Background: an optimization exercise with open tools, aiming at a short achievable clock period and few clock cycles per item. Do not read the settings as production practice. In this exercise RTL edits were held to simulation tests only and were not proved equivalent to the original. Power figures rest on the tool's default switching activity, not on a simulated workload.

--- flow/flow/run.sh ---
#!/bin/bash
# The standard layout (standard.sh) with the settings in env.sh:
# environment variables, and make variables in MAKE_ARGS.
set -euo pipefail
MAKE_ARGS=()
source flow/env.sh
bash standard.sh "${MAKE_ARGS[@]}" finish > standard.log 2>&1
--- flow/flow/env.sh ---
export SETUP_SLACK_MARGIN=7
# Port buffers: a strong buffer instead of the smallest one.
export BUFFER_PORTS_ARGS="-buffer_cell sky130_fd_sc_hd__buf_8"
# Leave adders to ABC (no fixed full/half-adder cells in the carry paths).
export ADDER_MAP_FILE=
# Make variables: the platform's don't-use cells plus slow cells ABC tends to
# chain (high-stack OR/NOR and complex AOI/OAI, majority, adder, 3-input XOR).
MAKE_ARGS=("DONT_USE_CELLS= sky130_fd_sc_hd__probe_p_8 sky130_fd_sc_hd__probec_p_8 sky130_fd_sc_hd__lpflow_bleeder_1 sky130_fd_sc_hd__lpflow_clkbufkapwr_1 sky130_fd_sc_hd__lpflow_clkbufkapwr_16 sky130_fd_sc_hd__lpflow_clkbufkapwr_2 sky130_fd_sc_hd__lpflow_clkbufkapwr_4 sky130_fd_sc_hd__lpflow_clkbufkapwr_8 sky130_fd_sc_hd__lpflow_clkinvkapwr_1 sky130_fd_sc_hd__lpflow_clkinvkapwr_16 sky130_fd_sc_hd__lpflow_clkinvkapwr_2 sky130_fd_sc_hd__lpflow_clkinvkapwr_4 sky130_fd_sc_hd__lpflow_clkinvkapwr_8 sky130_fd_sc_hd__lpflow_decapkapwr_12 sky130_fd_sc_hd__lpflow_decapkapwr_3 sky130_fd_sc_hd__lpflow_decapkapwr_4 sky130_fd_sc_hd__lpflow_decapkapwr_6 sky130_fd_sc_hd__lpflow_decapkapwr_8 sky130_fd_sc_hd__lpflow_inputiso0n_1 sky130_fd_sc_hd__lpflow_inputiso0p_1 sky130_fd_sc_hd__lpflow_inputiso1n_1 sky130_fd_sc_hd__lpflow_inputiso1p_1 sky130_fd_sc_hd__lpflow_inputisolatch_1 sky130_fd_sc_hd__lpflow_isobufsrc_1 sky130_fd_sc_hd__lpflow_isobufsrc_16 sky130_fd_sc_hd__lpflow_isobufsrc_2 sky130_fd_sc_hd__lpflow_isobufsrc_4 sky130_fd_sc_hd__lpflow_isobufsrc_8 sky130_fd_sc_hd__lpflow_isobufsrckapwr_16 sky130_fd_sc_hd__lpflow_lsbuf_lh_hl_isowell_tap_1 sky130_fd_sc_hd__lpflow_lsbuf_lh_hl_isowell_tap_2 sky130_fd_sc_hd__lpflow_lsbuf_lh_hl_isowell_tap_4 sky130_fd_sc_hd__lpflow_lsbuf_lh_isowell_4 sky130_fd_sc_hd__lpflow_lsbuf_lh_isowell_tap_1 sky130_fd_sc_hd__lpflow_lsbuf_lh_isowell_tap_2 sky130_fd_sc_hd__lpflow_lsbuf_lh_isowell_tap_4  sky130_fd_sc_hd__or3_* sky130_fd_sc_hd__or3b_* sky130_fd_sc_hd__or4_* sky130_fd_sc_hd__or4b_* sky130_fd_sc_hd__or4bb_* sky130_fd_sc_hd__nor3_* sky130_fd_sc_hd__nor3b_* sky130_fd_sc_hd__nor4_* sky130_fd_sc_hd__nor4b_* sky130_fd_sc_hd__nor4bb_* sky130_fd_sc_hd__o41a_* sky130_fd_sc_hd__o41ai_* sky130_fd_sc_hd__o311a_* sky130_fd_sc_hd__o311ai_* sky130_fd_sc_hd__a2111o_* sky130_fd_sc_hd__a2111oi_* sky130_fd_sc_hd__o32a_* sky130_fd_sc_hd__o32ai_* sky130_fd_sc_hd__maj3_* sky130_fd_sc_hd__fa_* sky130_fd_sc_hd__ha_* sky130_fd_sc_hd__xnor3_* sky130_fd_sc_hd__xor3_* sky130_fd_sc_hd__mux4_* sky130_fd_sc_hd__a211o_* sky130_fd_sc_hd__a211oi_* sky130_fd_sc_hd__o211a_* sky130_fd_sc_hd__o211ai_* sky130_fd_sc_hd__a311o_* sky130_fd_sc_hd__a311oi_* sky130_fd_sc_hd__o31a_* sky130_fd_sc_hd__o31ai_* sky130_fd_sc_hd__a31o_* sky130_fd_sc_hd__a31oi_* sky130_fd_sc_hd__a41o_* sky130_fd_sc_hd__a41oi_* sky130_fd_sc_hd__a32o_* sky130_fd_sc_hd__a32oi_* sky130_fd_sc_hd__o2111a_* sky130_fd_sc_hd__o2111ai_* sky130_fd_sc_hd__a222oi_*")
--- flow/standard.sh ---
#!/bin/bash
# synth_recipe.tcl (not shown) runs the flow's synth.tcl, then flattens the netlist and writes it again
# the make line also repeats each setting of config.mk as NAME=value (left out here)
make -C /OpenROAD-flow-scripts/flow DESIGN_CONFIG=/design/flow/config.mk WORK_HOME=/design/flow/orfs CLKGATE_MAP_FILE= SYNTH_SCRIPT=/design/flow/synth_recipe.tcl "${@:-finish}"
--- flow/config.mk ---
export PLATFORM = sky130hd
export DESIGN_NAME = rv32_pipe_cpu
export DESIGN_NICKNAME = rv32_pipe_cpu
export VERILOG_FILES = /design/flow/design.v
export SDC_FILE = /design/flow/constraint.sdc
export NUM_CORES = 8
export LEC_CHECK = 0
export ABC_CLOCK_PERIOD_IN_PS = 2500
export CAP_MARGIN = 30
export CORE_MARGIN = 2
export CORE_UTILIZATION = 55
export CTS_CLUSTER_DIAMETER = 80
export CTS_CLUSTER_SIZE = 20
export GPL_TIMING_DRIVEN = 1
export SLEW_MARGIN = 30
--- flow/constraint.sdc ---
create_clock -name core_clock -period 10.0 [get_ports {clk}]
set_input_delay 2.0000 -clock core_clock [delete_from_list [all_inputs] [get_ports {clk}]]
set_output_delay 2.0000 -clock core_clock [all_outputs]
set_load 0.01 [all_outputs]
--- flow/design.v ---
module rv32_pipe_cpu(
    input clk,
    input rst_n,
    output [31:0] imem_addr,
    input  [31:0] imem_rdata,
    output [31:0] dmem_addr,
    output [31:0] dmem_wdata,
    output        dmem_we,
    input  [31:0] dmem_rdata,
    output        debug_wb_have_inst,
    output [31:0] debug_wb_pc,
    output        debug_wb_ena,
    output [4:0]  debug_wb_reg,
    output [31:0] debug_wb_value
);
    localparam OP_R    = 7'b0110011;
    localparam OP_I    = 7'b0010011;
    localparam OP_LW   = 7'b0000011;
    localparam OP_SW   = 7'b0100011;
    localparam OP_BR   = 7'b1100011;
    localparam OP_JAL  = 7'b1101111;
    localparam OP_JALR = 7'b1100111;
    localparam OP_LUI  = 7'b0110111;
    reg  [31:0] pc;
    reg  [31:0] fetch_addr;          
    reg  [11:2] pc_tag;              
    reg         id_valid;
    reg  [31:0] id_pc;
    reg  [31:0] id_inst;
    reg  [31:0] id_rs1_oh;           
    reg  [31:0] id_rs2_oh;           
    reg  [31:0] id_rs1_ohn;          
    reg  [31:0] id_rs2_ohn;          
    reg         id_pred;             
    reg         ex_valid;
    reg  [31:0] ex_pc;
    reg  [31:0] ex_pc4;
    reg  [4:0]  ex_rd;
    reg         ex_rf_we;
    reg         ex_is_load;
    reg         ex_is_store;
    reg         ex_is_branch;
    reg         ex_is_jal;
    reg         ex_is_addi;
    reg         ex_is_jalr;
    reg         ex_jal_far;          
    reg         ex_br_lt;            
    reg         ex_br_inv;           
    reg         ex_m_always;         
    reg         ex_m_true;           
    reg         ex_m_false;          
    reg         ex_jr_chk;           
    reg         ex_sub;
    reg         ex_sra;
    reg  [7:0]  ex_rsel;             
    reg  [31:0] ex_a;                
    reg  [31:0] ex_b;                
    reg  [31:0] ex_sd;               
    reg  [31:0] ex_target;           
    reg         ex_m_late;           
    reg  [31:0] ex_pnpc;             
    reg         mem_valid;
    reg  [31:0] mem_pc;
    reg  [4:0]  mem_rd;
    reg         mem_rf_we;
    reg         mem_is_load;
    reg         mem_is_store;
    reg  [31:0] mem_alu;
    reg  [31:0] mem_sd;
    reg         mem_btb_upd;         
    reg         mem_btb_ins;         
    reg         mem_is_branch;
    reg  [31:0] mem_target;          
    reg  [31:0] mem_pc4;
    reg         mem_taken;
    reg  [31:0] mem_jr_tgt;          
    reg         mem_is_jalr;
    reg         mem_jr_redirect;     
    reg         mem_we;              
    reg  [31:0] mem_addr_q;          
    reg         wb_valid;
    reg  [31:0] wb_pc;
    reg  [4:0]  wb_rd;
    reg         wb_rf_we;
    reg  [31:0] wb_val;
    reg         dbg_have;
    reg         dbg_ena;
    reg  [4:0]  dbg_reg;
    reg  [31:0] dbg_val;
    reg  [31:0] rf [1:31];
    reg  [7:0]  btb_v;
    reg  [9:0]  btb_tag [0:7];
    reg  [9:0]  btb_tgt [0:7];
    reg  [1:0]  btb_ctr [0:7];
    reg  [2:0]  btb_ptr;             
    function [31:0] ks_add;
        input [31:0] a;
        input [31:0] b;
        input        cin;
        reg   [31:0] g, p, gn, pn;
        integer      i, d;
        begin
            g = a & b;
            p = a ^ b;
            g[0] = g[0] | (p[0] & cin);
            for (d = 1; d < 32; d = d * 2) begin
                gn = g;
                pn = p;
                for (i = d; i < 32; i = i + 1) begin
                    gn[i] = g[i] | (p[i] & g[i-d]);
                    pn[i] = p[i] & p[i-d];
                end
                g = gn;
                p = pn;
            end
            ks_add = (a ^ b) ^ {g[30:0], cin};
        end
    endfunction
    function [31:0] inc4;
        input [31:0] x;
        reg   [31:0] c, cn;
        integer      i, d;
        begin
            c = x;
            for (d = 1; d < 32; d = d * 2) begin
                cn = c;
                for (i = 2 + d; i < 32; i = i + 1)
                    cn[i] = c[i] & c[i-d];
                c = cn;
            end
            inc4 = {x[31:3] ^ c[30:2], ~x[2], x[1:0]};
        end
    endfunction
    function lt32;
        input [31:0] a;
        input [31:0] b;
        reg   [31:0] l, e;
        reg   [31:0] a2, b2;
        integer      i, w;
        begin
            a2 = {~a[31], a[30:0]};      
            b2 = {~b[31], b[30:0]};
            l = ~a2 & b2;
            e = ~(a2 ^ b2);
            for (w = 1; w < 32; w = w * 2) begin
                for (i = 0; i < 32; i = i + 2 * w) begin
                    l[i] = l[i + w] | (e[i + w] & l[i]);
                    e[i] = e[i + w] & e[i];
                end
            end
            lt32 = l[0];
        end
    endfunction
    reg         f_pred;
    reg  [9:0]  f_tgt;
    integer j;
    always @(*) begin
        f_pred = 1'b0;
        f_tgt  = 10'd0;
        for (j = 0; j < 8; j = j + 1) begin
            if (btb_v[j] && btb_tag[j] == pc_tag && btb_ctr[j][1]) begin
                f_pred = 1'b1;
                f_tgt  = f_tgt | btb_tgt[j];
            end
        end
    end
    wire [31:0] f_pc4     = inc4(pc);
    wire [31:0] f_npc     = f_pred ? {pc[31:12], f_tgt, 2'b00} : f_pc4;
    assign imem_addr = fetch_addr;
    wire [31:0] f_rs1_oh = 32'd1 << imem_rdata[19:15];
    wire [31:0] f_rs2_oh = 32'd1 << imem_rdata[24:20];
    wire [6:0]  d_op  = id_inst[6:0];
    wire [4:0]  d_rd  = id_inst[11:7];
    wire [2:0]  d_f3  = id_inst[14:12];
    wire [4:0]  d_rs1 = id_inst[19:15];
    wire [4:0]  d_rs2 = id_inst[24:20];
    wire d_r    = (d_op == OP_R);
    wire d_i    = (d_op == OP_I);
    wire d_lw   = (d_op == OP_LW);
    wire d_sw   = (d_op == OP_SW);
    wire d_br   = (d_op == OP_BR);
    wire d_jal  = (d_op == OP_JAL);
    wire d_jalr = (d_op == OP_JALR);
    wire d_lui  = (d_op == OP_LUI);
    wire d_use1 = d_r | d_i | d_lw | d_sw | d_br | d_jalr;
    wire d_use2 = d_r | d_sw | d_br;
    wire d_wr   = (d_r | d_i | d_lw | d_jal | d_jalr | d_lui) && (d_rd != 5'd0);
    wire [31:0] d_immI = {{20{id_inst[31]}}, id_inst[31:20]};
    wire [31:0] d_immS = {{20{id_inst[31]}}, id_inst[31:25], id_inst[11:7]};
    wire [31:0] d_immB = {{20{id_inst[31]}}, id_inst[7], id_inst[30:25], id_inst[11:8], 1'b0};
    wire [31:0] d_immJ = {{12{id_inst[31]}}, id_inst[19:12], id_inst[20], id_inst[30:21], 1'b0};
    wire [31:0] d_immU = {id_inst[31:12], 12'h000};
    wire [31:0] d_imm = d_sw  ? d_immS :
                        d_lui ? d_immU : d_immI;
    wire [31:0] d_pc4    = inc4(id_pc);
    wire [31:0] d_tgt_j  = ks_add(id_pc, d_immJ, 1'b0);
    wire [31:0] d_tgt_b  = ks_add(id_pc, d_immB, 1'b0);
    wire [31:0] d_target = d_jal ? d_tgt_j : d_tgt_b;
    wire        d_jal_far = d_jal && (d_immJ != 32'd4);
    reg  [31:0] d_rf1, d_rf2;
    integer k;
    always @(*) begin
        d_rf1 = 32'd0;
        d_rf2 = 32'd0;
        for (k = 1; k < 32; k = k + 1) begin
            d_rf1 = d_rf1 | ({{16{!id_rs1_ohn[k]}}, {16{id_rs1_oh[k]}}} & rf[k]);
            d_rf2 = d_rf2 | ({{16{!id_rs2_ohn[k]}}, {16{id_rs2_oh[k]}}} & rf[k]);
        end
    end
    wire d_e1 = ex_valid  && ex_rf_we  && (ex_rd  == d_rs1);
    wire d_e2 = ex_valid  && ex_rf_we  && (ex_rd  == d_rs2);
    wire d_m1 = mem_valid && mem_rf_we && (mem_rd == d_rs1);
    wire d_m2 = mem_valid && mem_rf_we && (mem_rd == d_rs2);
    wire d_w1 = wb_valid  && wb_rf_we  && (wb_rd  == d_rs1);
    wire d_w2 = wb_valid  && wb_rf_we  && (wb_rd  == d_rs2);
    wire d_stall = id_valid && ex_valid && ex_is_load &&
                   ((d_use1 && d_e1) || (d_use2 && d_e2));
    wire x_addi_zero = ((ex_a ^ ex_b) == {ex_a[30:0] | ex_b[30:0], 1'b0});
    wire d_fused     = d_br && (d_f3[2:1] == 2'b00) && (d_rs2 == 5'd0) &&
                       ex_valid && ex_is_addi && ex_rf_we && (ex_rd == d_rs1);
    wire d_fz_taken  = d_f3[0] ^ x_addi_zero;
    wire d_redir_seq = d_fused && !d_fz_taken;       
    wire d_same      = (d_rs1 == d_rs2);
    wire d_fwd_take  = (d_f3 == 3'b000) ?  d_same :
                       (d_f3 == 3'b001) ? !d_same :
                       (d_f3 == 3'b101) ?  d_same : 1'b0;
    wire d_redirect  = id_valid && !d_stall &&
                       (d_fused ? (d_fz_taken != id_pred)
                                : (!id_pred && (d_jal_far || (d_br && (id_inst[31] || d_fwd_take)))));
    wire d_alu  = d_r | d_i;
    wire d_add  = (d_alu && d_f3 == 3'b000) | d_lw | d_sw;
    wire d_sub  = d_r && d_f3 == 3'b000 && id_inst[30];
    wire [7:0] d_rsel = {
        d_jal | d_jalr,                       
        d_lui,                                
        d_alu && d_f3 == 3'b101,              
        d_alu && d_f3 == 3'b001,              
        d_alu && d_f3 == 3'b100,              
        d_alu && d_f3 == 3'b110,              
        d_alu && d_f3 == 3'b111,              
        d_add                                 
    };
    wire d_use_imm = d_i | d_lw | d_sw | d_jalr | d_lui;
    wire [31:0] d_timm  = d_jal ? d_immJ : d_immB;
    wire [31:0] d_cs_x  = id_pc ^ d_timm ^ pc;
    wire [31:0] d_cs_c  = (id_pc & d_timm) | ((id_pc | d_timm) & ~pc);
    wire        d_pc_is_tgt = (d_cs_x == {d_cs_c[30:0], 1'b0});
    wire d_p_seq = d_redirect ?  d_redir_seq : !id_pred;
    wire d_p_tgt = d_redirect ? !d_redir_seq : d_pc_is_tgt;
    wire [31:0] x_a = ex_a;
    wire [31:0] x_b = ex_b;
    wire [31:0] x_sum = ks_add(x_a, x_b, ex_sub);
    wire [31:0] x_sll = x_a << x_b[4:0];
    wire [31:0] x_sr  = $signed({ex_sra & x_a[31], x_a}) >>> x_b[4:0];
    wire [31:0] x_res = ({32{ex_rsel[0]}} & x_sum)
                      | ({32{ex_rsel[1]}} & (x_a & x_b))
                      | ({32{ex_rsel[2]}} & (x_a | x_b))
                      | ({32{ex_rsel[3]}} & (x_a ^ x_b))
                      | ({32{ex_rsel[4]}} & x_sll)
                      | ({32{ex_rsel[5]}} & x_sr)
                      | ({32{ex_rsel[6]}} & x_b)
                      | ({32{ex_rsel[7]}} & ex_pc4);
    wire x_eq = (x_a == x_b);
    wire x_lt = lt32(x_a, x_b);
    wire x_cond = (ex_br_lt ? x_lt : x_eq) ^ ex_br_inv;
    wire x_taken = (ex_is_branch && x_cond) || ex_is_jal;
    wire [31:0] x_cs_x = x_a ^ x_b ^ ex_pnpc;
    wire [31:0] x_cs_c = (x_a & x_b) | ((x_a | x_b) & ~ex_pnpc);
    wire x_jalr_ok = (x_cs_x == {x_cs_c[30:0], 1'b0});
    wire x_mispredict = ex_m_always || (x_cond ? ex_m_true : ex_m_false);
    wire x_jr_wrong   = (ex_jr_chk && !x_jalr_ok) || ex_m_late;
    assign dmem_addr  = mem_addr_q;
    assign dmem_wdata = mem_sd;
    assign dmem_we    = mem_we;
    wire [31:0] m_val = mem_is_load ? dmem_rdata : mem_alu;
    wire [31:0] d_v1 = d_e1 ? x_res : d_m1 ? m_val : d_w1 ? wb_val : d_rf1;
    wire [31:0] d_v2 = d_e2 ? x_res : d_m2 ? m_val : d_w2 ? wb_val : d_rf2;
    assign debug_wb_have_inst = dbg_have;
    assign debug_wb_pc        = wb_pc;
    assign debug_wb_ena       = dbg_ena;
    assign debug_wb_reg       = dbg_reg;
    assign debug_wb_value     = dbg_val;
    wire [31:0] pc_id = d_stall    ? pc :
                        d_redirect ? (d_redir_seq ? d_pc4 : d_target) : f_npc;
    wire [31:0] pc_n = mem_jr_redirect ? (mem_is_jalr ? mem_jr_tgt :
                                          mem_taken   ? mem_target : mem_pc4) : pc_id;
    always @(posedge clk or negedge rst_n) begin
        if (!rst_n)  pc <= 32'hffff_fffc;
        else         pc <= pc_n;
    end
    always @(posedge clk) begin
        fetch_addr <= rst_n ? pc_n : 32'hffff_fffc;
        pc_tag     <= pc_n[11:2];
    end
    always @(posedge clk) begin
        id_rs1_oh  <= d_stall ?  (32'd1 << d_rs1) :  f_rs1_oh;
        id_rs2_oh  <= d_stall ?  (32'd1 << d_rs2) :  f_rs2_oh;
        id_rs1_ohn <= d_stall ? ~(32'd1 << d_rs1) : ~f_rs1_oh;
        id_rs2_ohn <= d_stall ? ~(32'd1 << d_rs2) : ~f_rs2_oh;
    end
    always @(posedge clk or negedge rst_n) begin
        if (!rst_n)                           id_valid <= 1'b0;
        else if (mem_jr_redirect || x_mispredict || x_jr_wrong || d_redirect)
                                              id_valid <= 1'b0;
        else if (!d_stall)                    id_valid <= 1'b1;
    end
    always @(posedge clk) begin
        if (!d_stall) begin
            id_pc      <= pc;
            id_inst    <= imem_rdata;
            id_pred    <= f_pred;
        end
    end
    always @(posedge clk or negedge rst_n) begin
        if (!rst_n)                          ex_valid <= 1'b0;
        else if (x_mispredict || x_jr_wrong || d_stall)
                                             ex_valid <= 1'b0;
        else                                 ex_valid <= id_valid;
    end
    wire d_to_ex = rst_n && id_valid && !(x_mispredict || x_jr_wrong || d_stall);
    always @(posedge clk) begin
        ex_m_always  <= d_to_ex && !d_br && !d_jalr && (d_jal ? !d_p_tgt : !d_p_seq);
        ex_m_true    <= d_to_ex && d_br && !d_p_tgt && d_p_seq;
        ex_m_false   <= d_to_ex && d_br && !d_p_seq && d_p_tgt;
        ex_m_late    <= d_to_ex && d_br && !d_p_seq && !d_p_tgt;
        ex_jr_chk    <= d_to_ex && d_jalr;
    end
    always @(posedge clk) begin
        ex_pc        <= id_pc;
        ex_pc4       <= d_pc4;
        ex_rd        <= d_rd;
        ex_rf_we     <= d_wr;
        ex_is_load   <= d_lw;
        ex_is_store  <= d_sw;
        ex_is_branch <= d_br;
        ex_is_jal    <= d_jal;
        ex_is_addi   <= d_i && (d_f3 == 3'b000);
        ex_is_jalr   <= d_jalr;
        ex_jal_far   <= d_jal_far;
        ex_br_lt     <= d_f3[2];
        ex_br_inv    <= d_f3[0];
        ex_sub       <= d_sub;
        ex_sra       <= id_inst[30];
        ex_rsel      <= d_rsel;
        ex_a         <= d_v1;
        ex_b         <= d_use_imm ? d_imm : d_sub ? ~d_v2 : d_v2;
        ex_sd        <= d_v2;
        ex_target    <= d_target;
        ex_pnpc      <= pc;
    end
    always @(posedge clk or negedge rst_n) begin
        if (!rst_n) begin
            mem_valid       <= 1'b0;
            mem_jr_redirect <= 1'b0;
            mem_alu         <= 32'd0;
        end else begin
            mem_valid       <= ex_valid;
            mem_jr_redirect <= x_jr_wrong || x_mispredict;
            mem_alu         <= x_res;
        end
    end
    always @(posedge clk) begin
        mem_we     <= rst_n && ex_valid && ex_is_store;
        mem_addr_q <= x_res;
    end
    always @(posedge clk) begin
        mem_pc        <= ex_pc;
        mem_rd        <= ex_rd;
        mem_rf_we     <= ex_rf_we;
        mem_is_load   <= ex_is_load;
        mem_is_store  <= ex_is_store;
        mem_sd        <= ex_sd;
        mem_btb_upd   <= ex_is_branch | ex_is_jal | ex_is_jalr;
        mem_btb_ins   <= (ex_is_branch && x_cond) || ex_jal_far || ex_is_jalr;
        mem_is_branch <= ex_is_branch;
        mem_target    <= ex_target;
        mem_pc4       <= ex_pc4;
        mem_taken     <= x_taken;
        mem_jr_tgt    <= x_sum;
        mem_is_jalr   <= ex_is_jalr;
    end
    always @(posedge clk or negedge rst_n) begin
        if (!rst_n) begin
            wb_valid <= 1'b0;
            wb_rd    <= 5'd0;
            wb_rf_we <= 1'b0;
            wb_val   <= 32'd0;
        end else begin
            wb_valid <= mem_valid;
            wb_rd    <= mem_rd;
            wb_rf_we <= mem_rf_we;
            wb_val   <= m_val;
        end
    end
    always @(posedge clk) begin
        wb_pc    <= mem_pc;
        dbg_have <= rst_n && mem_valid;
        dbg_ena  <= mem_rf_we;
        dbg_reg  <= mem_rd;
        dbg_val  <= m_val;
    end
    genvar gi;
    generate
        for (gi = 1; gi < 32; gi = gi + 1) begin : g_rf
            always @(posedge clk or negedge rst_n) begin
                if (!rst_n)
                    rf[gi] <= 32'd0;
                else if (wb_valid && wb_rf_we && (wb_rd == gi))
                    rf[gi] <= wb_val;
            end
        end
    endgenerate
    reg        m_hit;
    reg  [2:0] m_hidx;
    integer    q;
    always @(*) begin
        m_hit  = 1'b0;
        m_hidx = 3'd0;
        for (q = 0; q < 8; q = q + 1) begin
            if (btb_v[q] && btb_tag[q] == mem_pc[11:2]) begin
                m_hit  = 1'b1;
                m_hidx = q;
            end
        end
    end
    wire m_btb_ins = mem_valid && mem_btb_upd && mem_btb_ins;
    wire m_btb_dec = mem_valid && mem_btb_upd && !mem_btb_ins && mem_is_branch && m_hit;
    wire [2:0] m_widx = m_hit ? m_hidx : btb_ptr;
    always @(posedge clk or negedge rst_n) begin
        if (!rst_n)                      btb_ptr <= 3'd0;
        else if (m_btb_ins && !m_hit)    btb_ptr <= btb_ptr + 3'd1;
    end
    generate
        for (gi = 0; gi < 8; gi = gi + 1) begin : g_btb
            always @(posedge clk or negedge rst_n) begin
                if (!rst_n)
                    btb_v[gi] <= 1'b0;
                else if (m_btb_ins && m_widx == gi)
                    btb_v[gi] <= 1'b1;
            end
            always @(posedge clk) begin
                if (m_btb_ins && m_widx == gi) begin
                    btb_tag[gi] <= mem_pc[11:2];
                    btb_tgt[gi] <= mem_is_jalr ? mem_jr_tgt[11:2] : mem_target[11:2];
                    btb_ctr[gi] <= (m_hit && btb_ctr[gi] != 2'b11) ? btb_ctr[gi] + 2'd1 : 2'b11;
                end else if (m_btb_dec && m_widx == gi) begin
                    btb_ctr[gi] <= (btb_ctr[gi] == 2'b00) ? 2'b00 : btb_ctr[gi] - 2'd1;
                end
            end
        end
    endgenerate
endmodule
==> results.ini, run 1 <==
[run_status]
status = finished clean

[timing]
final_max_slew_viol_count = 0
tightest_slew_ps = 1180
max_freq_mhz = 287
final.setup_skew_ps = 46.9
holdWs_ps = 323
finalSetupViolCount = 0
fin_tns_setup_ps = 0
fin_crit_ps = 3480
period_share_pct = 34.8
hold_viol_final = 0
rsz0062_at_grt = yes
slew_headroom_pct = 21.4

[grt]
grt_usage_pct = 50.9
overflow = 0
grt_pass1_vias = 82800
antenna_found_initial = 35
grt_pass1_wl_um = 646000
grt_max_degree = 153

[yosys]
yosys-top-cells-count = mux2_2 (1,086), dfrtp_1 (1,080), dfxtp_1 (690)
synth_area_um2 = 97500
ys_warn_count = 5
yosys.area.top_type = dfrtp_1
avgSynthCellArea_um2 = 10.8
yosysMostFrequentCell = mux2_2
synth-edff-count = 241
synth_cell_types = 70
yosys-top-cells-area = dfrtp_1 (28%), dfxtp_1 (14%), mux2_2 (13%)
netlist_instances = 9058
ys.flop_type = dfrtp_1
syn_nets = 9124
async_flop_share_pct = 54.4
ys_seq_area_share_pct = 50.1
ys_ff_latch = 2041
synth_top_cell_area_share_pct = 27.7

[power_and_ir_drop]
internal_power_mw = 14.2
p_switching_mw = 6.93
clockPowerShare_pct = 28.0
peakVddDrop_mv = 0.170
power.total_mw = 21.1
p_per_area_nw_per_um2 = 176
p_seq_share_pct = 49.1
leakagePower_nw = 51.7
pwr-share-comb_pct = 22.9
netSwitchingFraction_pct = 32.8

[critical_path]
arrival_ps = 4220
critical_path.cell_chain = xnor2_4 -> or2_1 -> mux2i_2 -> and4bb_2 -> nand4_4 -> xnor2_4 -> nand3_4 -> buf_12 -> nand2_8 -> mux2_4 -> a21oi_2 -> o21ai_2 -> or2_4
start_kind = flip-flop
reg2reg_to = fetch_addr[10]
rrSetupSlack_ps = 6520
cp_common_cell = xnor2_4
cp_slowest_cell = dfxtp_4
timing.rr.start = ex_b[21]
crit_required_ps = 10730
slowest_delay_ps = 410
ff2ff_path_depth = 13
crit_type = flip-flop to flip-flop
end_kind = flip-flop
crit_path_max_fanout = 7

[floorplan]
dieArea_um2 = 181000
die_h_um = 425
coreArea_um2 = 176000
initial_core_util_pct = 55.4
die_w_um = 425
io_pins = 234
rows = 154

[place]
place.gp.congestion = 1.05
hpwlAfterDp_um = 290000
placed_area_um2 = 103000
dp_cells = 11100
io_buffers = 233

[hold_path]
hold_path_startpoint = ex_target[5]
hold_class = flip-flop to flip-flop
min_to = mem_target[5]
hold_depth = 0

[detailed_routing]
via_per_inst = 7.41
vias = 88900
drt-wirelength-per-cell_um = 39.8
first_iter_violations = 16200
postRouteAntennaNets = 0
drc = 0
dr.pass1.iters = 12
drt-total-wl_um = 477000

[job]
drv_cap = 0

[clock_tree]
cts_made_buffers = 132
clock_latency_ps = 870
cts_hold_buf = 0
numClockSinks = 2041
h-tree-depth = 4
clk_path_buf_depth = 3
root_buffer = clkbuf_16
cts_tree = yes
clk_pin_slew_worst_paths_ps = 90

[finish]
drive_gt1_share_pct = 36.7
regMostFlops = rf
nets = 9599
fin_area_um2 = 120000
finalNonFillerCells = 12000
largest_register_ffs = 992
fill_cells = 13300
syn_to_final_growth_pct = 22.9
reg_top3 = rf (992), btb_tag (80), btb_tgt (80)

-- how the worst max path moves through the flow --
stage | cells past startpoint | to | start
global route | 13 | ex_m_true | pc[6]
detailed placement | 12 | fetch_addr[8] | ex_a[22]
floorplan | 5 | ex_b[17] | dmem_rdata[17]
global placement | 12 | fetch_addr[8] | ex_a[22]
finish | 13 | fetch_addr[10] | ex_b[21]
CTS | 1 | imem_addr[13] | fetch_addr[13]
-- per-stage QoR --
stage               utilization [%]  worst slack, ps
detailed placement             58.5             5060
finish                         68.1             6520
CTS                            65.7             6550
floorplan                         -             6930
global placement               58.4             5190
global route                   68.0             6430
-- final cells by class --
class                   instances  area, um2  area share (%)
multi-input cells            5971      49800            41.5
flip-flops and latches       2041      49600            41.3
repair buffers               1081      12000            9.99
clock buffers                 197       3770            3.14
well taps                    2340       2930            2.44
inverters                     304       1280            1.07
clock inverters                38        519           0.433
diodes                         26       65.1          0.0543
repair inverters                2       13.8          0.0115
-- layout by cell type (no fill, tap or decap), types with 55 or more instances in the layout --
cell / instances
dfrtp_1: 1049
mux2_2: 1048
buf_4: 611
nand2_1: 473
nor2_1: 446
dfxtp_1: 396
a221oi_1: 374
xnor2_1: 359
a22o_1: 346
a21oi_1: 308
a22oi_1: 305
inv_1: 268
buf_8: 246
nand4_1: 243
edfxtp_1: 241
o21ai_0: 215
dfxtp_2: 189
mux2i_1: 172
clkbuf_16: 148
nand3_1: 131
buf_6: 127
dfxtp_4: 105
o22ai_1: 90
nor2b_1: 80
xor2_1: 72
a21oi_2: 66
buf_12: 60
and3_1: 59
o21ai_1: 59
and4_1: 56
nand2_2: 56
o21ai_2: 56
nand2b_1: 55
-- power groups by stage --
stage,combinational [mW],clock [mW],sequential [mW]
floorplan,2.45,0,9.73
global placement,3.44,0,10.6
detailed placement,3.48,0,10.6
CTS,4.37,5.90,10.3
global route,5.05,6.21,10.4
finish,4.85,5.92,10.4
-- layer usage --
metal | vias up | track usage (%) | share of wire, %
li1 | 34300 | - | -
met1 | 43400 | 61.0 | 34
met2 | 8407 | 70.2 | 40
met3 | 2814 | 21.1 | 15
met4 | 34 | 44.3 | 12
met5 | - | 1.43 | 0.095
-- repair_timing --
item	in CTS	in global routing
endpoints found under the hold margin	0	0
buffers inserted	417	184
cloned	30	9
gates resized for setup	1219	477
setup endpoints to repair	1388	1185
pin swaps	204	220
-- critical path: cells and delay by family, from the launching register on --
kind / cells / cell delay, ps
buffers and inverters: 1 / 180
AOI/OAI and AO/OA: 2 / 240
xor gates and xnor gates: 2 / 540
muxes: 2 / 590
DFF: 1 / 410
and+or+nand+nor: 6 / 1370
-- kinds of logic (layout without fill, tap and decap cells) --
kind of cell	Yosys count	in the layout	share of synthesized area, %
XOR/XNOR	529	529	4.89
AND/OR/NAND/NOR	1920	1930	9.74
flip-flops	2041	2041	50.1
multiplexers	1307	1307	14.8
AO/OA/AOI/OAI	2205	2205	16.2
other	0	26	0
buffers and inverters	1056	1622	4.24
Testbench counts, summed over its fixed seeds: cycles 28,810, instrs 26,430.
==> run 2: changes to the inputs <==
--- a/flow/design.v
+++ b/flow/design.v
@@ -222,9 +222,5 @@
     wire d_redir_seq = d_fused && !d_fz_taken;       
-    wire d_same      = (d_rs1 == d_rs2);
-    wire d_fwd_take  = (d_f3 == 3'b000) ?  d_same :
-                       (d_f3 == 3'b001) ? !d_same :
-                       (d_f3 == 3'b101) ?  d_same : 1'b0;
     wire d_redirect  = id_valid && !d_stall &&
                        (d_fused ? (d_fz_taken != id_pred)
-                                : (!id_pred && (d_jal_far || (d_br && (id_inst[31] || d_fwd_take)))));
+                                : (!id_pred && (d_jal_far || (d_br && id_inst[31]))));
     wire d_alu  = d_r | d_i;
==> results.ini, run 2 <==
[hold_path]
hold_depth = 0  ; unchanged
hold_class = flip-flop to flip-flop
hold_path_startpoint = ex_pc[29]
min_to = mem_pc[29]

[floorplan]
initial_core_util_pct = 55.2  ; -0.13 points
coreArea_um2 = 178000  ; +1.2%
die_w_um = 427  ; +0.48%
rows = 155  ; +0.65%
io_pins = 234  ; unchanged
dieArea_um2 = 182000  ; +0.95%
die_h_um = 427  ; +0.48%

[clock_tree]
numClockSinks = 2041  ; unchanged
clk_path_buf_depth = 3  ; unchanged
cts_hold_buf = 0  ; unchanged
cts_tree = yes
clk_pin_slew_worst_paths_ps = 90  ; about the same
cts_made_buffers = 121  ; -8.3%
clock_latency_ps = 860  ; about the same
root_buffer = clkbuf_16
h-tree-depth = 3  ; -1

[critical_path]
critical_path_depth = 1  ; -12
path_buf_inv = 1  ; unchanged
ff2ff_path_depth = 14  ; +1
end_kind = output pin
crit_required_ps = 8000  ; -2730 ps
reg2reg_to = ex_b[26]
crit_type = flip-flop to output pin
cp_slowest_cell = dfxtp_4
rrSetupSlack_ps = 6730  ; +210 ps
critical_path.cell_chain = buf_8
crit_family = flip-flops
slowest_delay_ps = 420  ; about the same
crit_path_max_fanout = 1  ; -6
timing.rr.start = ex_b[0]
arrival_ps = 1390  ; -2830 ps
start_kind = flip-flop

[power_and_ir_drop]
peakVddDrop_mv = 0.202  ; +19%
p_switching_mw = 7.02  ; +1.3%
power.total_mw = 21.2  ; +0.44%
netSwitchingFraction_pct = 33.0  ; +0.29 points
p_seq_share_pct = 49.2  ; about the same
pwr-share-comb_pct = 25.1  ; +2.2 points
p_per_area_nw_per_um2 = 178  ; +1.0%
leakagePower_nw = 51.2  ; -0.96%
clockPowerShare_pct = 25.7  ; -2.3 points
internal_power_mw = 14.2  ; about the same

[finish]
multi_input_area_um2 = 50100  ; +0.71%
drive_gt1_share_pct = 35.2  ; -1.5 points
reg_top3 = rf (992), btb_tag (80), btb_tgt (80)
syn_to_final_growth_pct = 21.0
largest_register_ffs = 992  ; unchanged
regMostFlops = rf
nets = 9598  ; -0.010%
seqCellArea_um2 = 49500  ; -0.17%
fill_cells = 13600  ; +1.9%
final_common_cell = mux2_2
finalNonFillerCells = 12000  ; +0.033%
final_cell_mix = mux2_2 (1,068), dfrtp_1 (1,052), buf_4 (602), nand2_1 (483), a22oi_1 (451)

[grt]
grt_max_degree = 160  ; +4.6%
antenna_found_initial = 36  ; +2.9%
grt_usage_pct = 50.6  ; -0.31 points
overflow = 0  ; unchanged
grt_pass1_wl_um = 646000  ; about the same
grt_pass1_vias = 81900  ; -1.1%

[yosys]
synth_cell_types = 78  ; +11%
ys_ff_latch = 2041  ; unchanged
ys.flop_type = dfrtp_1
synth_area_um2 = 98500  ; +0.96%
avgSynthCellArea_um2 = 10.8  ; +0.30%
synth-edff-count = 241  ; unchanged
syn_nets = 9184  ; +0.66%
yosysMostFrequentCell = mux2_2
yosys.area.top_type = dfrtp_1
ys_seq_area_share_pct = 49.6  ; -0.48 points
yosys-top-cells-count = mux2_2 (1,089), dfrtp_1 (1,080), dfxtp_1 (690)
yosys-top-cells-area = dfrtp_1 (27%), dfxtp_1 (14%), mux2_2 (12%)
async_flop_share_pct = 54.4  ; unchanged
synth_top_cell_area_share_pct = 27.4  ; -0.26 points
netlist_instances = 9118  ; +0.66%
ys_warn_count = 5  ; unchanged

[place]
dp_cells = 11200  ; +0.68%
hpwlAfterDp_um = 290000  ; about the same
place.gp.congestion = 1.06  ; +0.92%
io_buffers = 233  ; unchanged

[timing]
slew_headroom_pct = 20.8  ; -0.61 points
final_max_slew_viol_count = 0  ; unchanged
period_share_pct = 33.9  ; -0.92 points
final.setup_skew_ps = 37.0  ; -9.88 ps
max_freq_mhz = 295  ; +2.7%
fin_crit_ps = 3390  ; -91.8 ps
rsz0062_at_grt = yes
fin_tns_setup_ps = 0  ; unchanged
tightest_slew_ps = 1190  ; +9.10 ps
finalSetupViolCount = 0  ; unchanged
hold_viol_final = 0  ; unchanged

[detailed_routing]
postRouteAntennaNets = 0  ; unchanged
first_iter_violations = 16300  ; +0.62%
drc = 0  ; unchanged
drt-wirelength-per-cell_um = 39.9  ; +0.39%
drt-total-wl_um = 479000  ; +0.42%
vias = 88700  ; -0.30%
dr.pass1.iters = 8  ; -4
via_per_inst = 7.39  ; -0.34%

[run_status]
status = finished clean

[job]
drv_cap = 0  ; unchanged

[run 2: cell types whose count changed after synthesis, sizes merged, moves of 27 or more]
cell,delta
a21oi,-27
nand3,+30
a221oi,-62
a22oi,+139
and4,+33
inv,-44
a22o,-67
nand2b,+39
o21ai,-38
[run 2: layout make-up]
cell class	instances	area share [%]
Sequential cell	2041	41.5
Inverter	258	0.891
Timing Repair inverter	3	0.0221
Timing Repair Buffer	1038	9.84
Clock inverter	19	0.192
Antenna cell	18	0.0378
Tap cell	2355	2.47
Clock buffer	203	2.97
Multi-Input combinational cell	6069	42.1
[run 2: cells by family (layout without fill, tap and decap cells)]
| logic type | count (synthesis) | in the layout | share of synthesized area, % |
|---|---|---|---|
| simple gates | 2052 | 2061 | 10.6 |
| xor+xnor | 514 | 514 | 4.74 |
| other cells | 0 | 18 | 0 |
| buf+inv | 1017 | 1521 | 4.09 |
| mux | 1328 | 1328 | 14.9 |
| compound gates | 2166 | 2166 | 16.0 |
| flops | 2041 | 2041 | 49.6 |
[run 2: worst max path at each step]
| stage | start | end | slack, ps |
|---|---|---|---|
| final | mem_addr_q[18] | dmem_addr[18] | 6610 |
| after CTS | fetch_addr[13] | imem_addr[13] | 6580 |
| after global placement | ex_b[0] | ex_b[17] | 5470 |
| after floorplan | mem_pc[10] | btb_ctr[4][1] | 6810 |
| after global routing | fetch_addr[13] | imem_addr[13] | 6600 |
| after detailed placement | id_inst[15] | id_rs1_ohn[29] | 5380 |
[run 2: repair_timing]
| item | in CTS | in global routing |
|---|---|---|
| gates cloned | 40 | 8 |
| resized for setup | 975 | 482 |
| setup endpoints to repair | 1440 | 896 |
| buffers inserted | 334 | 206 |
| pin swaps | 164 | 238 |
[run 2: routing by layer]
layer | wire, um | share of wire (%) | GRT usage, %
met3 | 69100 | 14 | 18.9
met1 | 166000 | 35 | 62.9
met2 | 191000 | 40 | 69.8
met4 | 52100 | 11 | 41.6
met5 | 803 | 0.17 | 1.24
[run 2: power groups by stage]
stage,Sequential (mW),Clock (mW),Combinational (mW)
5_1_grt,10.4,5.74,5.56
6_report,10.4,5.46,5.32
3_3_place_gp,10.7,0,3.68
3_5_place_dp,10.7,0,3.72
2_1_floorplan,9.75,0,2.67
4_1_cts,10.4,5.45,4.67
[run 2: stage by stage]
stage / util (%) / hold WS (ps) / cell area, um2 / setup WS (ps)
2_1_floorplan: - / 310 / 98500 / 6810
3_3_place_gp: 58.2 / 310 / 104000 / 5470
3_5_place_dp: 58.3 / 312 / 104000 / 5380
4_1_cts: 64.5 / 318 / 115000 / 6580
5_1_grt: 66.8 / 323 / 119000 / 6600
6_report: 66.9 / 315 / 119000 / 6610
Testbench counts of run 2, summed over its fixed seeds: cycles 29,016, instrs 26,430.
==> run 3: changes to the inputs <==
--- a/flow/config.mk
+++ b/flow/config.mk
@@ -14,2 +14,3 @@
 export GPL_TIMING_DRIVEN = 1
+export PLACE_DENSITY = 0.75
 export SLEW_MARGIN = 30
==> results.ini, run 3 <==
[run_status]
status = finished clean

[place]
io_buffers = 233  ; unchanged
dp_cells = 11200  ; +0.054%
place.gp.congestion = 1.03  ; -2.4%
hpwlAfterDp_um = 281000  ; -3.2%

[clock_tree]
clk_path_buf_depth = 3  ; unchanged
clock_latency_ps = 870  ; about the same
cts_made_buffers = 133  ; +9.9%
clk_pin_slew_worst_paths_ps = 90  ; about the same
root_buffer = clkbuf_16
h-tree-depth = 4  ; +1
cts_tree = yes
numClockSinks = 2041  ; unchanged

[finish]
final_common_cell = mux2_2
seqCellArea_um2 = 49400  ; -0.17%
reg_top3 = rf (992), btb_tag (80), btb_tgt (80)
finalNonFillerCells = 12000  ; -0.27%
drive_gt1_share_pct = 34.8  ; -0.38 points
syn_to_final_growth_pct = 21.4
largest_register_ffs = 992  ; unchanged
multi_input_area_um2 = 50600  ; +0.96%
nets = 9550  ; -0.50%
regMostFlops = rf
fill_cells = 13000  ; -4.1%
final_cell_mix = mux2_2 (1,066), dfrtp_1 (1,056), buf_4 (544), nand2_1 (488), nor2_1 (455)

[critical_path]
cp_common_cell = a221oi_4
crit_path_max_fanout = 5  ; +4
end_kind = flip-flop
slowest_delay_ps = 610  ; +190 ps
ff2ff_path_depth = 13  ; -1
crit_type = flip-flop to flip-flop
reg2reg_to = fetch_addr[30]
start_kind = flip-flop
crit_required_ps = 10720  ; +2720 ps
path_buf_inv = 2  ; +1
arrival_ps = 4120  ; +2730 ps
crit_family = compound AO/OA/AOI/OAI gates
timing.rr.start = id_pc[1]
critical_path.cell_chain = buf_6 -> and3_4 -> a221oi_4 -> o21bai_4 -> and2_4 -> o221ai_4 -> a22o_4 -> a221oi_4 -> mux2i_1 -> xor2_1 -> buf_4 -> a21boi_2 -> o21ai_1
rrSetupSlack_ps = 6600  ; -130 ps
cp_slowest_cell = edfxtp_1

[floorplan]
coreArea_um2 = 178000  ; unchanged
die_w_um = 427  ; unchanged
dieArea_um2 = 182000  ; unchanged
io_pins = 234  ; unchanged
initial_core_util_pct = 55.2  ; unchanged
die_h_um = 427  ; unchanged
rows = 155  ; unchanged

[yosys]
netlist_instances = 9118  ; unchanged
ys_ff_latch = 2041  ; unchanged
synth_compound_area_share_pct = 16.0  ; unchanged
avgSynthCellArea_um2 = 10.8  ; unchanged
synth_top_family_by_area = compound AO/OA/AOI/OAI gates
synth_mux_area_share_pct = 14.9  ; unchanged
syn_nets = 9184  ; unchanged
synth_cell_types = 78  ; unchanged
synth_top_cell_area_share_pct = 27.4  ; unchanged
synth_area_um2 = 98500  ; unchanged
yosys-top-cells-count = mux2_2 (1,089), dfrtp_1 (1,080), dfxtp_1 (690)
yosys.area_share.simple_pct = 10.6  ; unchanged
synth-edff-count = 241  ; unchanged
async_flop_share_pct = 54.4  ; unchanged
yosysMostFrequentCell = mux2_2
synth_xor_area_share_pct = 4.74  ; unchanged
ys.flop_type = dfrtp_1
ys_seq_area_share_pct = 49.6  ; unchanged
ys_warn_count = 5  ; unchanged
yosys-top-cells-area = dfrtp_1 (27%), dfxtp_1 (14%), mux2_2 (12%)
yosys.area_share.adder_pct = 0  ; unchanged
yosys.area.top_type = dfrtp_1

[grt]
grt_usage_pct = 49.0  ; -1.6 points
grt_pass1_vias = 83800  ; +2.3%
overflow = 0  ; unchanged
grt_pass1_wl_um = 631000  ; -2.3%
grt_max_degree = 161  ; +0.63%
antenna_found_initial = 42  ; +17%

[timing]
final.setup_skew_ps = 47.1  ; +10.1 ps
final_max_slew_viol_count = 0  ; unchanged
fin_tns_setup_ps = 0  ; unchanged
rsz0062_at_grt = yes
slew_headroom_pct = 21.8  ; +0.95 points
finalSetupViolCount = 0  ; unchanged
period_share_pct = 34.0  ; +0.13 points
hold_viol_final = 0  ; unchanged
tightest_slew_ps = 1170  ; -14.2 ps
max_freq_mhz = 294  ; -0.37%
fin_crit_ps = 3400  ; +12.5 ps

[detailed_routing]
drt-wirelength-per-cell_um = 38.9  ; -2.6%
drc = 0  ; unchanged
dr.pass1.iters = 11  ; +3
vias = 89700  ; +1.2%
postRouteAntennaNets = 0  ; unchanged
first_iter_violations = 17800  ; +8.9%
via_per_inst = 7.49  ; +1.4%
drt-total-wl_um = 465000  ; -2.9%

[hold_path]
hold_class = flip-flop to flip-flop
hold_depth = 0  ; unchanged
min_to = mem_pc[9]
hold_path_startpoint = ex_pc[9]

[power_and_ir_drop]
leakagePower_nw = 51.4  ; +0.34%
power.total_mw = 21.7  ; +2.2%
peakVddDrop_mv = 0.195  ; -3.4%
p_per_area_nw_per_um2 = 182  ; +2.0%

[job]
drv_cap = 0  ; unchanged

[run 3: changes by cell type in the layout (fill, tap and decap cells not counted), sizes merged, moves of 4 or more]
| cell | previous run | this run |
|---|---|---|
| buf | 1013 | 950 |
| bufbuf | 18 | 22 |
| clkbuf | 210 | 203 |
| clkinv | 7 | 12 |
| clkinvlp | 9 | 13 |
| diode | 18 | 37 |
| inv | 264 | 269 |
[run 3: timing repair]
item	in CTS	in global routing
setup buffers	303	176
endpoints found under the setup margin	1671	864
pin swaps	147	244
resized for setup	992	482
cloned	35	10
hold buffers	0	0
[run 3: worst max path at each step]
stage	from	endpoint	cells past startpoint
after global routing	id_pc[1]	fetch_addr[30]	13
after detailed placement	rst_n	rf[8][13]	3
after CTS	mem_addr_q[22]	dmem_addr[22]	1
after floorplan	mem_pc[10]	btb_ctr[4][1]	13
final	id_pc[1]	fetch_addr[30]	13
after global placement	ex_b[3]	ex_b[17]	12
[run 3: cell type report]
cell class,count,share of cell area [%]
Multi-Input combinational cell,6068,42.3
Clock buffer,195,3.10
Timing Repair inverter,2,0.0147
Clock inverter,36,0.399
Sequential cell,2041,41.3
Tap cell,2355,2.47
Timing Repair Buffer,980,9.41
Antenna cell,37,0.0775
Inverter,258,0.877
[run 3: power breakdown]
| group | switching [mW] | internal [mW] | leakage, nW |
|---|---|---|---|
| Combinational | 2.93 | 2.44 | 26.0 |
| Sequential | 1.18 | 9.31 | 23.4 |
| Clock | 3.13 | 2.71 | 2.00 |
| Total | 7.24 | 14.5 | 51.4 |
[run 3: metrics by stage]
step / cell area (um2) / utilization, % / worst slack, ps / hold slack (ps)
4_1_cts: 115000 / 64.8 / 6610 / 323
3_5_place_dp: 104000 / 58.4 / 5500 / 312
3_3_place_gp: 104000 / 58.3 / 5370 / 310
6_report: 120000 / 67.1 / 6600 / 319
2_1_floorplan: 98500 / - / 6810 / 310
5_1_grt: 119000 / 67.0 / 6600 / 323
[run 3: metal layers]
metal | track usage [%] | up-vias | wire (um)
met4 | 41.9 | 50 | 54300
met3 | 24.4 | 3237 | 75000
met5 | 2.67 | - | 699
met2 | 67.0 | 8986 | 184000
li1 | - | 34300 | -
met1 | 56.5 | 43100 | 152000
[run 3: cell families after synthesis]
group                  count (synthesis)
multiplexers                        1328
buffers and inverters               1017
AO/OA/AOI/OAI                       2166
flip-flops                          2041
AND/OR/NAND/NOR                     2052
XOR/XNOR                             514
==> run 4: changes to the inputs <==
--- a/flow/config.mk
+++ b/flow/config.mk
@@ -10,3 +10,3 @@
 export CORE_MARGIN = 2
-export CORE_UTILIZATION = 55
+export CORE_UTILIZATION = 62
 export CTS_CLUSTER_DIAMETER = 80
@@ -14,3 +14,3 @@
 export GPL_TIMING_DRIVEN = 1
-export PLACE_DENSITY = 0.75
+export PLACE_DENSITY = 0.7
 export SLEW_MARGIN = 30
==> results.ini, run 4 <==
[run_status]
status = finished clean

[yosys]
synth-edff-count = 241  ; unchanged
ys_ff_latch = 2041  ; unchanged
yosys-top-cells-count = mux2_2 (1,089), dfrtp_1 (1,080), dfxtp_1 (690)
yosysMostFrequentCell = mux2_2
ys.flop_type = dfrtp_1
avgSynthCellArea_um2 = 10.8  ; unchanged
syn_nets = 9184  ; unchanged
yosys.area.top_type = dfrtp_1
async_flop_share_pct = 54.4  ; unchanged
ys_seq_area_share_pct = 49.6  ; unchanged
synth_area_um2 = 98500  ; unchanged
netlist_instances = 9118  ; unchanged
synth_top_cell_area_share_pct = 27.4  ; unchanged
ys_warn_count = 5  ; unchanged
synth_cell_types = 78  ; unchanged
yosys-top-cells-area = dfrtp_1 (27%), dfxtp_1 (14%), mux2_2 (12%)

[floorplan]
io_pins = 234  ; unchanged
initial_core_util_pct = 62.3  ; +7.1 points
dieArea_um2 = 162000  ; -11%
rows = 146  ; -5.8%
die_h_um = 403  ; -5.8%
die_w_um = 403  ; -5.8%
coreArea_um2 = 158000  ; -11%

[finish]
syn_to_final_growth_pct = 20.9
reg_top3 = rf (992), btb_tag (80), btb_tgt (80)
final_core_util_pct = 75.3  ; +8.3 points
final_cell_mix = mux2_2 (1,060), dfrtp_1 (1,056), buf_4 (630), nand2_1 (486), a22oi_1 (448)
drive_gt1_share_pct = 35.4  ; +0.59 points
finalNonFillerCells = 11800  ; -1.7%
fill_cells = 10200  ; -21%
final_common_cell = mux2_2
largest_register_ffs = 992  ; unchanged
nets = 9609  ; +0.62%
regMostFlops = rf
fin_area_um2 = 119000  ; -0.38%

[critical_path]
end_kind = output pin
crit_family = flip-flops
timing.rr.start = ex_b[0]
start_kind = flip-flop
cp_slowest_cell = dfxtp_4
critical_path.cell_chain = buf_8
path_buf_inv = 1  ; -1
arrival_ps = 1400  ; -2720 ps
crit_type = flip-flop to output pin
crit_path_max_fanout = 1  ; -4
crit_required_ps = 8000  ; -2720 ps
cp-startpoint = dbg_val[13]
slowest_delay_ps = 430  ; -180 ps

[clock_tree]
cts_tree = yes
root_buffer = clkbuf_16
numClockSinks = 2041  ; unchanged
cts_hold_buf = 0  ; unchanged
clk_pin_slew_worst_paths_ps = 90  ; about the same
clk_path_buf_depth = 3  ; unchanged
h-tree-depth = 3  ; -1
clock_latency_ps = 870  ; about the same
cts_made_buffers = 120  ; -9.8%

[place]
placed_area_um2 = 104000  ; -0.39%
hpwlAfterDp_um = 282000  ; +0.45%
place.gp.congestion = 1.06  ; +2.0%
dp_cells = 10900  ; -2.5%
io_buffers = 233  ; unchanged

[grt]
use_met1_pct = 66.4  ; +9.9 points
use_met2_pct = 73.2  ; +6.2 points
grt_pass1_vias = 83100  ; -0.80%
grt_max_degree = 143  ; -11%
grt_pass1_wl_um = 633000  ; +0.26%
grt_usage_pct = 55.2  ; +6.3 points
antenna_found_initial = 54  ; +29%
met3_usage_pct = 28.1  ; +3.7 points
overflow = 0  ; unchanged
busiest_layer = met2

[timing]
slew_headroom_pct = 21.7  ; -0.055 points
rsz0062_at_grt = yes
finalSetupViolCount = 0  ; unchanged
fin_tns_setup_ps = 0  ; unchanged
hold_viol_final = 0  ; unchanged
max_freq_mhz = 294  ; +0.10%
period_share_pct = 34.0  ; -0.036 points
fin_crit_ps = 3400  ; -3.57 ps
tightest_slew_ps = 1170  ; +0.834 ps
final_max_slew_viol_count = 0  ; unchanged
final.setup_skew_ps = 75.3  ; +28.2 ps

[power_and_ir_drop]
pwr-share-comb_pct = 25.0  ; +0.2 points
p_per_area_nw_per_um2 = 179  ; -1.4%
clockPowerShare_pct = 25.5  ; -1.4 points
p_seq_share_pct = 49.5  ; +1.2 points
netSwitchingFraction_pct = 33.5  ; +0.095 points
peakVddDrop_mv = 0.235  ; +20%
p_switching_mw = 7.13  ; -1.5%
internal_power_mw = 14.2  ; -1.9%
power.total_mw = 21.3  ; -1.8%
leakagePower_nw = 51.4  ; about the same

[job]
drv_cap = 0  ; unchanged

[detailed_routing]
drt-wirelength-per-cell_um = 39.9  ; +2.7%
first_iter_violations = 17100  ; -4.0%
postRouteAntennaNets = 0  ; unchanged
drc = 0  ; unchanged
vias = 91100  ; +1.6%
dr.pass1.iters = 17  ; +6
drt-total-wl_um = 470000  ; +0.95%
via_per_inst = 7.74  ; +3.4%

[hold_path]
hold_class = flip-flop to flip-flop
hold_path_startpoint = ex_target[12]

[run 4: changes by cell type in the layout (fill, tap and decap cells not counted), moves of 12 or more]
cell / previous run / this run
a21oi_1: 293 / 305
a21oi_4: 29 / 15
buf_4: 544 / 630
clkbuf_1: 53 / 74
clkbuf_16: 146 / 132
dfxtp_1: 437 / 420
dfxtp_2: 187 / 175
dfxtp_4: 66 / 95
nor2_1: 455 / 434
nor2_2: 34 / 50
[run 4: cell families after synthesis]
group,share of synthesized area (%)
flip-flops,49.6
buffers and inverters,4.09
multiplexers,14.9
AND/OR/NAND/NOR,10.6
AO/OA/AOI/OAI,16.0
XOR/XNOR,4.74
[run 4: metrics by stage]
stage	worst slack (ps)	hold slack [ps]
floorplan	6810	310
global placement	5370	310
detailed placement	5260	312
CTS	6620	295
global route	6620	313
finish	6600	281
[run 4: layer usage]
layer,vias to the layer above,part of all wire (%)
met4,50,11
met1,43700,33
li1,34400,-
met2,9625,38
met5,-,0.14
met3,3267,17
[run 4: worst register-to-register path, stage by stage, from the launching register on]
cell and delay [ps]:
dfxtp_4 430, buf_6 110, buf_6 80, a22oi_2 70
a221oi_4 350, o221ai_4 190, and3b_4 250, buf_6 120
o21ai_4 220, a21oi_2 100, mux2i_2 260, o221ai_4 250
mux2_4 360, xnor2_2 130, a221o_1 290
[run 4: power by group through the flow]
stage               Sequential (mW)  Combinational, mW  Clock [mW]
global placement               10.7               3.59           0
floorplan                      9.75               2.67           0
finish                         10.5               5.33        5.44
global route                   10.5               5.50        5.68
CTS                            10.5               4.41        5.38
detailed placement             10.7               3.66           0
[run 4: cell type report]
type / instances / area (um2) / area share (%)
multi-input cells: 6067 / 50300 / 42.2
flip-flops and latches: 2041 / 49500 / 41.6
repair buffers: 1053 / 11700 / 9.81
clock buffers: 202 / 3440 / 2.89
well taps: 2072 / 2590 / 2.18
inverters: 258 / 1080 / 0.905
clock inverters: 27 / 369 / 0.310
diodes: 47 / 118 / 0.0988
repair inverters: 2 / 17.5 / 0.0147
[run 4: timing repair]
item / 4_1_cts / 5_1_grt
gates resized for setup: 925 / 580
buffers inserted: 319 / 225
cloned: 36 / 9
pin swaps: 122 / 245
endpoints found under the setup margin: 1727 / 980
[run 4: worst paths after layout]
| path | end | slack, ps | depth (start not counted) |
|---|---|---|---|
| max | debug_wb_value[13] | 6600 | 1 |
| min | mem_target[12] | 280 | 0 |
| max reg2reg | ex_b[19] | 6670 | 14 |
| min reg2reg | mem_target[12] | 280 | 0 |
| max in group asynchronous | rf[14][22] | 7080 | 3 |
| min in group asynchronous | mem_alu[12] | 1130 | 1 |
==> run 5: changes to the inputs <==
--- a/flow/design.v
+++ b/flow/design.v
@@ -33,2 +33,3 @@
     reg  [31:0] id_rs2_ohn;          
+    reg         id_rs1_one;          
     reg         id_pred;             
@@ -42,2 +43,4 @@
     reg         ex_is_branch;
+    reg         ex_lp;               
+    reg  [4:0]  ex_rs;
     reg         ex_is_jal;
@@ -75,2 +78,4 @@
     reg         mem_taken;
+    reg         mem_lp;              
+    reg  [4:0]  mem_rs;
     reg  [31:0] mem_jr_tgt;          
@@ -94,2 +99,6 @@
     reg  [1:0]  btb_ctr [0:7];
+    reg  [7:0]  btb_lp;              
+    reg  [4:0]  btb_rs  [0:7];       
+    reg  [31:1] rf_is_one;
+    reg         wb_is_one;
     reg  [2:0]  btb_ptr;             
@@ -153,19 +162,6 @@
     endfunction
-    reg         f_pred;
-    reg  [9:0]  f_tgt;
-    integer j;
-    always @(*) begin
-        f_pred = 1'b0;
-        f_tgt  = 10'd0;
-        for (j = 0; j < 8; j = j + 1) begin
-            if (btb_v[j] && btb_tag[j] == pc_tag && btb_ctr[j][1]) begin
-                f_pred = 1'b1;
-                f_tgt  = f_tgt | btb_tgt[j];
-            end
-        end
-    end
-    wire [31:0] f_pc4     = inc4(pc);
-    wire [31:0] f_npc     = f_pred ? {pc[31:12], f_tgt, 2'b00} : f_pc4;
     assign imem_addr = fetch_addr;
     wire [31:0] f_rs1_oh = 32'd1 << imem_rdata[19:15];
+    wire        f_rs1_one = (wb_valid && wb_rf_we && wb_rd == imem_rdata[19:15]) ?
+                            wb_is_one : |(f_rs1_oh[31:1] & rf_is_one);
     wire [31:0] f_rs2_oh = 32'd1 << imem_rdata[24:20];
@@ -217,2 +213,25 @@
                    ((d_use1 && d_e1) || (d_use2 && d_e2));
+    wire d_rs1_one = d_m1 ? (!mem_is_load && mem_alu == 32'd1) :
+                     d_w1 ? wb_is_one : id_rs1_one;
+    wire d_exit    = id_valid && d_i && (d_f3 == 3'b000) && d_wr &&
+                     (id_inst[31:20] == 12'hfff) && !d_e1 && d_rs1_one;
+    reg         f_pred;
+    reg         f_take;
+    reg  [9:0]  f_tgt;
+    integer j;
+    always @(*) begin
+        f_pred = 1'b0;
+        f_take = 1'b0;
+        f_tgt  = 10'd0;
+        for (j = 0; j < 8; j = j + 1) begin
+            if (btb_v[j] && btb_tag[j] == pc_tag && btb_ctr[j][1]) begin
+                f_pred = 1'b1;
+                f_tgt  = f_tgt | btb_tgt[j];
+                if (!(btb_lp[j] && btb_rs[j] == d_rd && d_exit))
+                    f_take = 1'b1;
+            end
+        end
+    end
+    wire [31:0] f_pc4     = inc4(pc);
+    wire [31:0] f_npc     = f_take ? {pc[31:12], f_tgt, 2'b00} : f_pc4;
     wire x_addi_zero = ((ex_a ^ ex_b) == {ex_a[30:0] | ex_b[30:0], 1'b0});
@@ -303,2 +322,5 @@
     always @(posedge clk) begin
+        if (d_stall) begin
+            if (d_w1) id_rs1_one <= wb_is_one;
+        end
         if (!d_stall) begin
@@ -306,3 +328,4 @@
             id_inst    <= imem_rdata;
-            id_pred    <= f_pred;
+            id_rs1_one <= f_rs1_one;
+            id_pred    <= f_take;
         end
@@ -331,2 +354,4 @@
         ex_is_branch <= d_br;
+        ex_lp        <= (d_f3 == 3'b001) && (d_rs2 == 5'd0);
+        ex_rs        <= d_rs1;
         ex_is_jal    <= d_jal;
@@ -374,2 +399,4 @@
         mem_taken     <= x_taken;
+        mem_lp        <= ex_is_branch && ex_lp;
+        mem_rs        <= ex_rs;
         mem_jr_tgt    <= x_sum;
@@ -383,2 +410,3 @@
             wb_val   <= 32'd0;
+            wb_is_one <= 1'b0;
         end else begin
@@ -388,2 +416,3 @@
             wb_val   <= m_val;
+            wb_is_one <= (m_val == 32'd1);
         end
@@ -406,2 +435,8 @@
             end
+            always @(posedge clk or negedge rst_n) begin
+                if (!rst_n)
+                    rf_is_one[gi] <= 1'b0;
+                else if (wb_valid && wb_rf_we && (wb_rd == gi))
+                    rf_is_one[gi] <= wb_is_one;
+            end
         end
@@ -440,2 +475,4 @@
                     btb_tgt[gi] <= mem_is_jalr ? mem_jr_tgt[11:2] : mem_target[11:2];
+                    btb_lp[gi]  <= mem_lp;
+                    btb_rs[gi]  <= mem_rs;
                     btb_ctr[gi] <= (m_hit && btb_ctr[gi] != 2'b11) ? btb_ctr[gi] + 2'd1 : 2'b11;
--- a/flow/config.mk
+++ b/flow/config.mk
@@ -10,3 +10,3 @@
 export CORE_MARGIN = 2
-export CORE_UTILIZATION = 62
+export CORE_UTILIZATION = 55
 export CTS_CLUSTER_DIAMETER = 80
@@ -14,3 +14,2 @@
 export GPL_TIMING_DRIVEN = 1
-export PLACE_DENSITY = 0.7
 export SLEW_MARGIN = 30
==> results.ini, run 5 <==
[run_status]
status = failed layout checks
violatedChecks = max-capacitance violations, max-slew violations

[yosys]
ys_seq_area_share_pct = 50.4  ; +0.79 points
netlist_instances = 9385  ; +2.9%
ys_ff_latch = 2134  ; +4.6%
synth_area_um2 = 102000  ; +3.5%
syn_nets = 9451  ; +2.9%
yosysMostFrequentCell = mux2_2
yosys.area.top_type = dfrtp_1
ys.flop_type = dfrtp_1
synth_top_cell_area_share_pct = 27.3  ; -0.13 points
avgSynthCellArea_um2 = 10.9  ; +0.52%
yosys-top-cells-count = mux2_2 (1,120), dfrtp_1 (1,112), dfxtp_1 (703)
async_flop_share_pct = 53.5  ; -0.87 points
yosys-top-cells-area = dfrtp_1 (27%), dfxtp_1 (14%), mux2_2 (12%)
ys_warn_count = 6  ; +1
synth_cell_types = 71  ; -9.0%
synth-edff-count = 289  ; +20%

[timing]
tightest_slew_ps = 2430  ; +1260 ps
fin_ws_ps = 5620  ; -983 ps
final.setup_skew_ps = 42.6  ; -32.7 ps
fin_crit_ps = 4380  ; +983 ps
max_freq_mhz = 228  ; -22%
finalSetupViolCount = 0  ; unchanged
hold_viol_final = 0  ; unchanged
final_max_slew_viol_count = 2  ; +2
fin_tns_setup_ps = 0  ; unchanged
period_share_pct = 43.8  ; +9.8 points
rsz0062_at_grt = yes
slew_headroom_pct = -62.3  ; -84 points

[place]
dp_slack_ps = 4370  ; -895 ps
io_buffers = 233  ; unchanged
dp_cells = 11600  ; +6.1%
hpwlAfterDp_um = 294000  ; +4.1%
place.gp.congestion = 1.06  ; +0.67%

[power_and_ir_drop]
p_seq_share_pct = 49.1  ; -0.4 points
peakVddDrop_mv = 0.176  ; -25%
internal_power_mw = 14.7  ; +3.7%
power.total_mw = 21.8  ; +2.0%
netSwitchingFraction_pct = 32.4  ; -1.0 points
p_per_area_nw_per_um2 = 173  ; -3.3%
pwr-share-comb_pct = 23.8  ; -1.2 points
p_switching_mw = 7.05  ; -1.2%
leakagePower_nw = 54.2  ; +5.5%
clockPowerShare_pct = 27.1  ; +1.6 points

[grt]
grt_usage_pct = 51.7  ; -3.5 points
antenna_found_initial = 44  ; -19%
grt_pass1_vias = 88200  ; +6.1%
overflow = 0  ; unchanged
grt_pass1_wl_um = 684000  ; +8.1%
grt_max_degree = 165  ; +15%

[detailed_routing]
drc = 0  ; unchanged
drt-total-wl_um = 505000  ; +7.5%
top_layer_used = met5
drt-wirelength-per-cell_um = 40.3  ; +0.92%
route.met2.wl_um = 201000  ; +12%
vias = 94000  ; +3.1%
first_iter_violations = 17100  ; +0.082%
via_per_inst = 7.50  ; -3.2%
m1WireLength_um = 166000  ; +8.0%
dr.pass1.iters = 11  ; -6
met3_length_um = 77600  ; -5.1%
postRouteAntennaNets = 0  ; unchanged

[critical_path]
slowest_delay_ps = 1840  ; +1410 ps
arrival_ps = 4980  ; +3580 ps
start_kind = flip-flop
crit_path_max_fanout = 17  ; +16
end_kind = flip-flop
crit_required_ps = 10600  ; +2600 ps
crit_family = compound AO/OA/AOI/OAI gates
path_buf_inv = 1  ; unchanged
rrSetupSlack_ps = 5620  ; -1050 ps
cp_slowest_cell = a21oi_1
crit_type = flip-flop to flip-flop
critical_path.cell_chain = and3b_2 -> and2_1 -> nand2b_1 -> o22a_1 -> buf_4 -> and3_2 -> a21oi_1 -> o221ai_2

[finish]
reg_top3 = rf (992), btb_tag (80), btb_tgt (80)
largest_register_ffs = 992  ; unchanged
regMostFlops = rf
drive_gt1_share_pct = 36.0  ; +0.57 points
final_common_cell = dfrtp_1
finalNonFillerCells = 12500  ; +6.5%
final_core_util_pct = 68.4  ; -6.9 points
nets = 10000  ; +4.3%
syn_to_final_growth_pct = 23.3
final_cell_mix = dfrtp_1 (1,086), mux2_2 (1,085), buf_4 (644), nand2_1 (453), nor2_1 (447)

[floorplan]
coreArea_um2 = 184000  ; +16%
io_pins = 234  ; unchanged
die_w_um = 434  ; +7.9%
initial_core_util_pct = 55.5  ; -6.8 points
rows = 157  ; +7.5%
dieArea_um2 = 189000  ; +16%
die_h_um = 434  ; +7.9%

[clock_tree]
clk_pin_slew_worst_paths_ps = 90  ; about the same
cts_hold_buf = 0  ; unchanged
root_buffer = clkbuf_16
cts_tree = yes
numClockSinks = 2134  ; +4.6%
clk_path_buf_depth = 3  ; unchanged
clock_latency_ps = 870  ; about the same
h-tree-depth = 4  ; +1
cts_made_buffers = 133  ; +11%

[job]
drv_cap = 1  ; +1

[hold_path]
hold_class = flip-flop to flip-flop

[run 5: logic make-up after synthesis]
group,count (synthesis),share of synthesized area (%)
AOI/OAI and AO/OA,2216,15.7
xor gates and xnor gates,551,4.77
buffers and inverters,1083,4.11
DFF,2134,50.4
muxes,1373,14.9
and+or+nand+nor,2028,10.1
[run 5: final timing paths]
kind,end,start,depth (start not counted)
min in group asynchronous,rf[26][12],rst_n,1
max in group asynchronous,wb_val[30],rst_n,3
min reg2reg,mem_rs[0],ex_rs[0],0
max,ex_b[25],id_inst[6],8
max reg2reg,ex_b[25],id_inst[6],8
min,mem_rs[0],ex_rs[0],0
[run 5: cell type report]
type                    count  area [um2]
inverters                 301        1200
clock buffers             205        3840
multi-input cells        6179       51400
well taps                2464        3080
flip-flops and latches   2134       52000
diodes                     20        50.0
repair buffers           1205       13800
clock inverters            23         283
fillers                 13600       58000
repair inverters            3        31.3
[run 5: per-layer routing]
metal  vias to the layer above  GRT usage [%]
li1                      35700              -
met1                     45700           60.6
met5                         -           1.41
met2                      9178           71.7
met4                        50           45.5
met3                      3367           22.6
[run 5: power groups by stage]
stage | clock network [mW] | registers (mW) | logic (mW)
finish | 5.90 | 10.7 | 5.17
floorplan | 0 | 10.1 | 2.38
global placement | 0 | 10.9 | 3.36
CTS | 5.88 | 10.6 | 4.60
detailed placement | 0 | 10.9 | 3.40
global route | 6.20 | 10.7 | 5.33
[run 5: metrics by stage]
| step | hold slack (ps) | area, um2 |
|---|---|---|
| 2_1_floorplan | 310 | 102000 |
| 3_3_place_gp | 310 | 108000 |
| 3_5_place_dp | 312 | 108000 |
| 4_1_cts | 321 | 122000 |
| 5_1_grt | 323 | 126000 |
| 6_report | 304 | 126000 |
[run 5: timing repair]
action | CTS | global route
resized for setup | 1237 | 504
endpoints found under the setup margin | 1218 | 1219
pin swaps | 233 | 195
cloned | 49 | 8
buffers inserted | 497 | 165
Testbench counts of run 5, summed over its fixed seeds: cycles 28,505, instrs 26,430.

Check on run 5: ideal ports give 5.616 ns setup slack; a clkbuf_16 on the clock port and buf_2 on the inputs give 5.616 ns; moving port delays by the midpoint clock arrival (0.940 ns) as well gives 5.616 ns.
